What follows belongs to an exercise in optimizing a design on an open flow for small area; a production flow would make more cautious choices.
At most, simulation tests tie the RTL to the original design; equivalence was not proved.
Power is estimated from default activity; no workload was simulated.

exp/violet:
## cpu8
module cpu8(
	input clk,
	input rst,                  
	output [7:0] imem_addr,     
	input [15:0] imem_data,     
	output [7:0] dmem_addr,
	output [7:0] dmem_wdata,
	output dmem_we,
	input [7:0] dmem_rdata,     
	input [7:0] dip,            
	output [7:0] result         
	);
wire [15:0] i = imem_data;
wire       msb = i[15];
wire [3:0] a1  = i[14:11];
wire [4:0] lo  = i[10:6];       
wire [2:0] in1 = i[5:3];
wire [2:0] in2 = i[2:0];
wire [2:0] ls  = i[10:8];
wire [7:0] imm = i[7:0];
wire a1_0 = (a1 == 4'd0);
wire a1_6 = (a1 == 4'd6);
wire a1_8 = (a1 == 4'd8);
wire a1_9 = (a1 == 4'd9);
wire ldsel = a1_6 | (a1 == 4'd7) | a1_9;
wire isLoad  = msb & ldsel;
wire isStore = msb & a1_8;
wire isJump  = msb & ~a1[3] & ~(a1[2] & a1[1]);
wire [31:0] lod = 32'd1 << lo;
wire [31:0] opd = a1_0 ? lod : 32'd0;
wire op_196  = a1_6 & lod[4];
wire sel_sum = opd[1] | opd[3] | opd[15] | opd[16];
wire sel_p   = opd[4] | opd[5] | opd[8] | opd[18];
wire sel_g   = opd[2] | opd[4];
wire sel_b   = opd[6];
wire sel_d1  = opd[20] | op_196;
wire sel_sh  = opd[9] | opd[10] | opd[11] | opd[12] | opd[13] | opd[14];
wire op_shr  = opd[9] | opd[10];
wire op_shl  = opd[11] | opd[12];
wire op_rot  = opd[13] | opd[14];
wire known   = opd[0] | sel_sum | sel_p | sel_g | sel_b | sel_d1 | sel_sh;
wire sel_3   = ~known;
wire rw = ldsel | (opd[1] | opd[2] | opd[3] | opd[4] | opd[5] | opd[6] | opd[8]
                   | sel_sh | opd[15] | opd[16] | opd[20]);
reg [7:0] r [0:7];
wire [2:0] rbad = a1[3] ? ls : in2;
wire [7:0] d1 = r[in1];
wire [7:0] rb = r[rbad];
wire use_b = ~lo[3] & (~lo[4] | lo[2]);
wire inv_b = (lo[4] & ~lo[1]) | (lo[0] & lo[1] & ~lo[2]) | (lo[3] & ~lo[0]);
wire cin   = lo[1] | lo[2];
wire [7:0] b = ({8{use_b}} & rb) ^ {8{inv_b}};
wire [7:0] p = d1 ^ b;
wire [7:0] g = d1 & b;
wire [8:0] sum = {1'b0, d1} + {1'b0, b} + {8'd0, cin};
wire [2:0] n = in2;
wire right = op_shr | opd[14];
wire [2:0] k = right ? (3'd0 - n) : n;
wire [7:0] s1 = k[0] ? {d1[6:0], d1[7]}   : d1;
  ...
clock: 7.0 ns
lec_check: 0
abc_area: 1
cap_margin: 20
core_margin: 2
core_utilization: 40
gpl_timing_driven: 0
setup_slack_margin: 0.1
slew_margin: 20
standard.sh (not shown) runs the stock make flow with config.mk's settings and CLKGATE_MAP_FILE= SYNTH_SCRIPT=/design/flow/synth_recipe.tcl, a recipe that flattens the netlist after the stock synthesis.
==> flow/flow/run.sh <==
#!/bin/bash
# Standard ORFS layout with two changes: an area-oriented ABC mapping
# script (flow/abc.script) and minimum-size port buffers.
set -uo pipefail
rm -rf scripts_mod
cp -r "$FLOW_HOME/scripts" scripts_mod
cp flow/abc.script scripts_mod/abc_area.script
bash standard.sh SCRIPTS_DIR="$PWD/scripts_mod" ABC_AREA=1 ADDER_MAP_FILE= \
  "BUFFER_PORTS_ARGS=-buffer_cell sky130_fd_sc_hd__buf_1" "CTS_ARGS=-sink_clustering_enable -repair_clock_nets -buf_list sky130_fd_sc_hd__clkbuf_8 -dont_use_dummy_load" finish > standard.log 2>&1
==> flow/flow/abc.script <==
&get -n
&deepsyn -T 20
&put
dch
amap
### exp/violet -> exp/yarrow
==> flow/flow/run.sh <==
#!/bin/bash
# Standard ORFS layout with two changes: an area-oriented ABC mapping
# script (flow/abc.script) and minimum-size port buffers.
set -uo pipefail
rm -rf scripts_mod
cp -r "$FLOW_HOME/scripts" scripts_mod
cp flow/abc.script scripts_mod/abc_area.script
bash standard.sh SCRIPTS_DIR="$PWD/scripts_mod" ABC_AREA=1 \
  "BUFFER_PORTS_ARGS=-buffer_cell sky130_fd_sc_hd__buf_1" finish > standard.log 2>&1
==> flow/flow/abc.script <==
&get -n
&st
&dch
&nf -R 1000
&put
buffer -c
topo
stime -c
upsize -c
dnsize -c
--- a/flow/config.mk
+++ b/flow/config.mk
@@ -13 +12,0 @@
-export SETUP_SLACK_MARGIN = 0.1
Findings:
- exp/yarrow completed every stage of the flow, and the final layout passed the timing, design-rule and antenna checks.
- The critical path's largest stage delay on exp/yarrow is in line with that on exp/violet.
- From exp/violet to exp/yarrow the numbers moved as follows: first-pass GRT wire length +720 um; wire length moved down; design area rose by 6.0%.
- The clock-pin slew on the worst setup and hold paths was comparable across exp/yarrow and exp/violet.
- In exp/yarrow the global-route usage turned out 3.9 points lower than in exp/violet.
Relative to exp/yarrow, the following input files were edited for exp/delta:
--- a/flow/flow/run.sh
+++ b/flow/flow/run.sh
@@ -9 +9 @@
-  "BUFFER_PORTS_ARGS=-buffer_cell sky130_fd_sc_hd__buf_1" finish > standard.log 2>&1
+  "BUFFER_PORTS_ARGS=-buffer_cell sky130_fd_sc_hd__buf_1" "CTS_ARGS=-sink_clustering_enable -repair_clock_nets -buf_list sky130_fd_sc_hd__clkbuf_8 -dont_use_dummy_load" finish > standard.log 2>&1
==> flow/flow/abc.script <==
strash
dch
amap
topo
stime -c
upsize -c
dnsize -c
[summary]
exp/delta ended with every stage complete and zero timing, DRC or antenna violations.
Share of power burned in the clock network delta for exp/delta relative to exp/yarrow: 14 points lower
exp/yarrow -> exp/delta: static power due to leakage decreased by more than 10%
[compare] base=exp/yarrow new=exp/delta: number of global-route vias before repair climbed 73; final critical delay including setup and external delays dropped 0.0087 ns; non-clock buffer share of cell area dropped 0.66 points.
Inputs modified between exp/delta and exp/xenon:
--- a/flow/flow/run.sh
+++ b/flow/flow/run.sh
@@ -9 +9 @@
-  "BUFFER_PORTS_ARGS=-buffer_cell sky130_fd_sc_hd__buf_1" "CTS_ARGS=-sink_clustering_enable -repair_clock_nets -buf_list sky130_fd_sc_hd__clkbuf_8 -dont_use_dummy_load" finish > standard.log 2>&1
+  "BUFFER_PORTS_ARGS=-buffer_cell sky130_fd_sc_hd__buf_1" finish > standard.log 2>&1
==> flow/flow/abc.script <==
&get -n
&st
&dch
&nf -R 1000
&put
buffer -c
topo
stime -c
upsize -c
dnsize -c
--- a/flow/config.mk
+++ b/flow/config.mk
@@ -11,0 +12 @@
+export CTS_BUF_LIST = sky130_fd_sc_hd__clkbuf_8
### Flow results
[compare] base=exp/delta new=exp/xenon: die footprint moved up, power moved up, final instance area moved up, power in the clock group moved up, number of antenna violations at the first check in global routing level.

---

The RTL this note starts from:
==> flow/design.v <==
`timescale 1ns / 1ps
module cpu8(
	input clk,
	input rst,                  
	output [7:0] imem_addr,     
	input [15:0] imem_data,     
	output [7:0] dmem_addr,
	output [7:0] dmem_wdata,
	output dmem_we,
	input [7:0] dmem_rdata,     
	input [7:0] dip,            
	output [7:0] result         
	);
wire [15:0] i = imem_data;
wire       msb = i[15];
wire [3:0] a1  = i[14:11];
wire [4:0] lo  = i[10:6];       
wire [2:0] in1 = i[5:3];
wire [2:0] in2 = i[2:0];
wire [2:0] ls  = i[10:8];
wire [7:0] imm = i[7:0];
wire a1_0 = (a1 == 4'd0);
wire a1_6 = (a1 == 4'd6);
wire a1_8 = (a1 == 4'd8);
wire a1_9 = (a1 == 4'd9);
wire ldsel = a1_6 | (a1 == 4'd7) | a1_9;
wire isLoad  = msb & ldsel;
wire isStore = msb & a1_8;
wire isJump  = msb & ~a1[3] & ~(a1[2] & a1[1]);
wire [31:0] lod = 32'd1 << lo;
wire [31:0] opd = a1_0 ? lod : 32'd0;
wire op_196  = a1_6 & lod[4];
wire sel_sum = opd[1] | opd[3] | opd[15] | opd[16];
wire sel_p   = opd[4] | opd[5] | opd[8] | opd[18];
wire sel_g   = opd[2] | opd[4];
wire sel_b   = opd[6];
wire sel_d1  = opd[20] | op_196;
wire sel_sh  = opd[9] | opd[10] | opd[11] | opd[12] | opd[13] | opd[14];
wire op_shr  = opd[9] | opd[10];
wire op_shl  = opd[11] | opd[12];
wire op_rot  = opd[13] | opd[14];
wire known   = opd[0] | sel_sum | sel_p | sel_g | sel_b | sel_d1 | sel_sh;
wire sel_3   = ~known;
wire rw = ldsel | (opd[1] | opd[2] | opd[3] | opd[4] | opd[5] | opd[6] | opd[8]
                   | sel_sh | opd[15] | opd[16] | opd[20]);
reg [63:0] rf;                  
wire [2:0] rbad = a1[3] ? ls : in2;
wire [7:0] d1 = rf[8*in1 +: 8];
wire [7:0] rb = rf[8*rbad +: 8];
wire use_b = ~lo[3] & (~lo[4] | lo[2]);
wire inv_b = (lo[4] & ~lo[1]) | (lo[0] & lo[1] & ~lo[2]) | (lo[3] & ~lo[0]);
wire cin   = lo[1] | lo[2];
wire [7:0] b = ({8{use_b}} & rb) ^ {8{inv_b}};
wire [7:0] p = d1 ^ b;
wire [7:0] g = d1 & b;
wire [8:0] sum = {1'b0, d1} + {1'b0, b} + {8'd0, cin};
wire [2:0] n = in2;
wire right = op_shr | opd[14];
wire [2:0] k = right ? (3'd0 - n) : n;
wire [7:0] s1 = k[0] ? {d1[6:0], d1[7]}   : d1;
wire [7:0] s2 = k[1] ? {s1[5:0], s1[7:6]} : s1;
wire [7:0] rot = k[2] ? {s2[3:0], s2[7:4]} : s2;
wire [7:0] th = 8'hff << n;                  
wire [7:0] thr = {th[0], th[1], th[2], th[3], th[4], th[5], th[6], th[7]};
wire [7:0] mask = ~({8{op_shl}} & ~th) & ~({8{op_shr}} & ~thr);
wire [7:0] shres = rot & mask;
wire [7:0] res = ({8{sel_sum}} & sum[7:0]) | ({8{sel_p}} & p) | ({8{sel_g}} & g)
               | ({8{sel_b}} & rb) | ({8{sel_d1}} & d1) | ({8{sel_sh}} & shres)
               | {6'd0, sel_3, sel_3};
assign result = res;
reg fz, fc, fs, fo;
wire nz = (n != 3'd0);
wire setzs = sel_sum | opd[2] | opd[4] | opd[5] | sel_sh | opd[20];
wire [7:0] zsrc = opd[20] ? sum[7:0] : res;
wire zn = (zsrc == 8'd0);
wire sn = zsrc[7];
wire c_add = opd[1] | opd[15];       
wire c_dec = opd[16];                
wire c_keep = ~(c_add | c_dec | opd[2] | opd[4] | opd[5] | op_shr | op_shl | op_rot);
wire cn = (c_add & sum[8]) | (c_dec & ~sum[8]) | (c_keep & fc)
        | (op_shr & nz & rot[7]) | (op_shl & nz & rot[0]) | (op_rot & res[7]);
wire o_keep = ~(c_add | c_dec | opd[3] | opd[20] | opd[2] | opd[4] | opd[5] | op_shr | op_shl | op_rot);
wire on = (c_add & sum[8]) | (c_dec & ~sum[8]) | ((opd[3] | opd[20]) & fc) | (o_keep & fo)
        | ((op_shr | op_shl) & (res[7] ^ d1[7])) | (op_rot & d1[7]);
always @(posedge clk) begin
	if (rst) begin
		fz <= 1'b0; fc <= 1'b0; fs <= 1'b0; fo <= 1'b0;
	end else begin
		if (setzs) begin fz <= zn; fs <= sn; end
		fc <= cn; fo <= on;
	end
end
wire [2:0] wa = isLoad ? ls : in1;
wire [7:0] wd = isLoad ? (a1_6 ? imm : a1_9 ? dip : dmem_rdata) : res;
wire [63:0] init = {8'd7, 8'd6, 8'd5, 8'd3, 8'd3, 8'd11, 8'd9, 8'd4};
wire [7:0] wd0 = wd & ~{8{rst}};
wire [7:0] wd1 = wd | {8{rst}};
wire [7:0] wsel = 8'd1 << wa;
genvar wk, bb;
generate for (wk = 0; wk < 8; wk = wk + 1) begin : wr
	wire en = rst | (rw & wsel[wk]);
	for (bb = 0; bb < 8; bb = bb + 1) begin : bt
		always @(posedge clk) if (en) rf[8*wk+bb] <= init[8*wk+bb] ? wd1[bb] : wd0[bb];
	end
end endgenerate
reg [7:0] pc;
reg take;
always @(*) begin
	case (a1[2:0])
	3'd0: take = fz;
	3'd1: take = fc;
	3'd2: take = ~fc & ~fz;
	3'd3: take = fs ^ fo;
	3'd4: take = ~(fs ^ fo) & ~fz;
	default: take = 1'b1;
	endcase
end
always @(posedge clk) begin
	if (rst)                 pc <= 8'd0;
	else if (isJump & take)  pc <= imm;
	else                     pc <= pc + 8'd1;
end
assign imem_addr = pc;
assign dmem_addr = imm;
assign dmem_wdata = rb;
assign dmem_we = isStore;
endmodule
export LEC_CHECK = 0
export ABC_AREA = 1
export CAP_MARGIN = 20
export CORE_MARGIN = 2
export CORE_UTILIZATION = 40
export GPL_TIMING_DRIVEN = 0
export SLEW_MARGIN = 20
create_clock -name core_clock -period 7.0 [get_ports {clk}]
==> flow/flow/run.sh <==
#!/bin/bash
# Standard ORFS layout with two changes: an area-oriented ABC mapping
# script (flow/abc.script) and minimum-size port buffers.
set -uo pipefail
rm -rf scripts_mod
cp -r "$FLOW_HOME/scripts" scripts_mod
cp flow/abc.script scripts_mod/abc_area.script
bash standard.sh SCRIPTS_DIR="$PWD/scripts_mod" ABC_AREA=1 ADDER_MAP_FILE= \
  "BUFFER_PORTS_ARGS=-buffer_cell sky130_fd_sc_hd__buf_1" "CTS_ARGS=-sink_clustering_enable -repair_clock_nets -buf_list sky130_fd_sc_hd__clkbuf_8 -dont_use_dummy_load" finish > standard.log 2>&1
==> flow/flow/abc.script <==
strash
dch
amap
topo
stime -c
upsize -D 2500
dnsize -D 2500
Change:
==> flow/flow/abc.script (replaced) <==
strash
dch
amap
What happened: The new run completed without violations. Non-clock buffer count went down by 4. Count of clock-buffer cells in the layout stays the same. Worst setup slack loses 82 ps.
Function was not checked in any run of this note: the RTL went through the layout flow alone.

## port drivers added, routing unchanged
The flow's constraints put no driver on any port. The routed layouts listed below were extracted and timed again, unchanged, in two steps. Step 1, drivers: a clkbuf_16 drives clk and a buf_2 each remaining input, both assumed. Step 2 also shifts input and output timing later by t, the mid clock arrival at the registers, as if the neighbouring blocks saw the same clock. Slacks: ideal / step 1 / step 2; pairs: ideal / step 1.
run | t, ns | setup slack, ns | worst hold slack (ns) | worst setup path after step 2 | clock arrival spread, ns
exp/violet | 0.399 | 0.216 / 0.178 / 0.105 | 0.498 / 0.498 / 0.498 | input to register | 0.026 / 0.026
exp/yarrow | 0.386 | 0.198 / 0.178 / 0.178 | 0.497 / 0.497 / 0.497 | input to output | 0.010 / 0.010
exp/delta | 0.378 | 0.207 / 0.179 / 0.179 | 0.526 / 0.526 / 0.526 | input to output | 0.030 / 0.030
exp/xenon | 0.391 | 0.185 / 0.163 / 0.163 | 0.502 / 0.502 / 0.502 | input to output | 0.015 / 0.015
the first run of note 2 | 0.388 | 0.274 / 0.252 / 0.252 | 0.506 / 0.506 / 0.506 | input to output | 0.019 / 0.018
the second run of note 2 | 0.385 | 0.192 / 0.167 / 0.167 | 0.507 / 0.507 / 0.507 | input to output | 0.016 / 0.016
After both steps setup and hold are still met in every run listed. For exp/violet, which loses most, drivers alone change the setup slack by -0.038 ns; drivers and shift together by -0.111 ns.
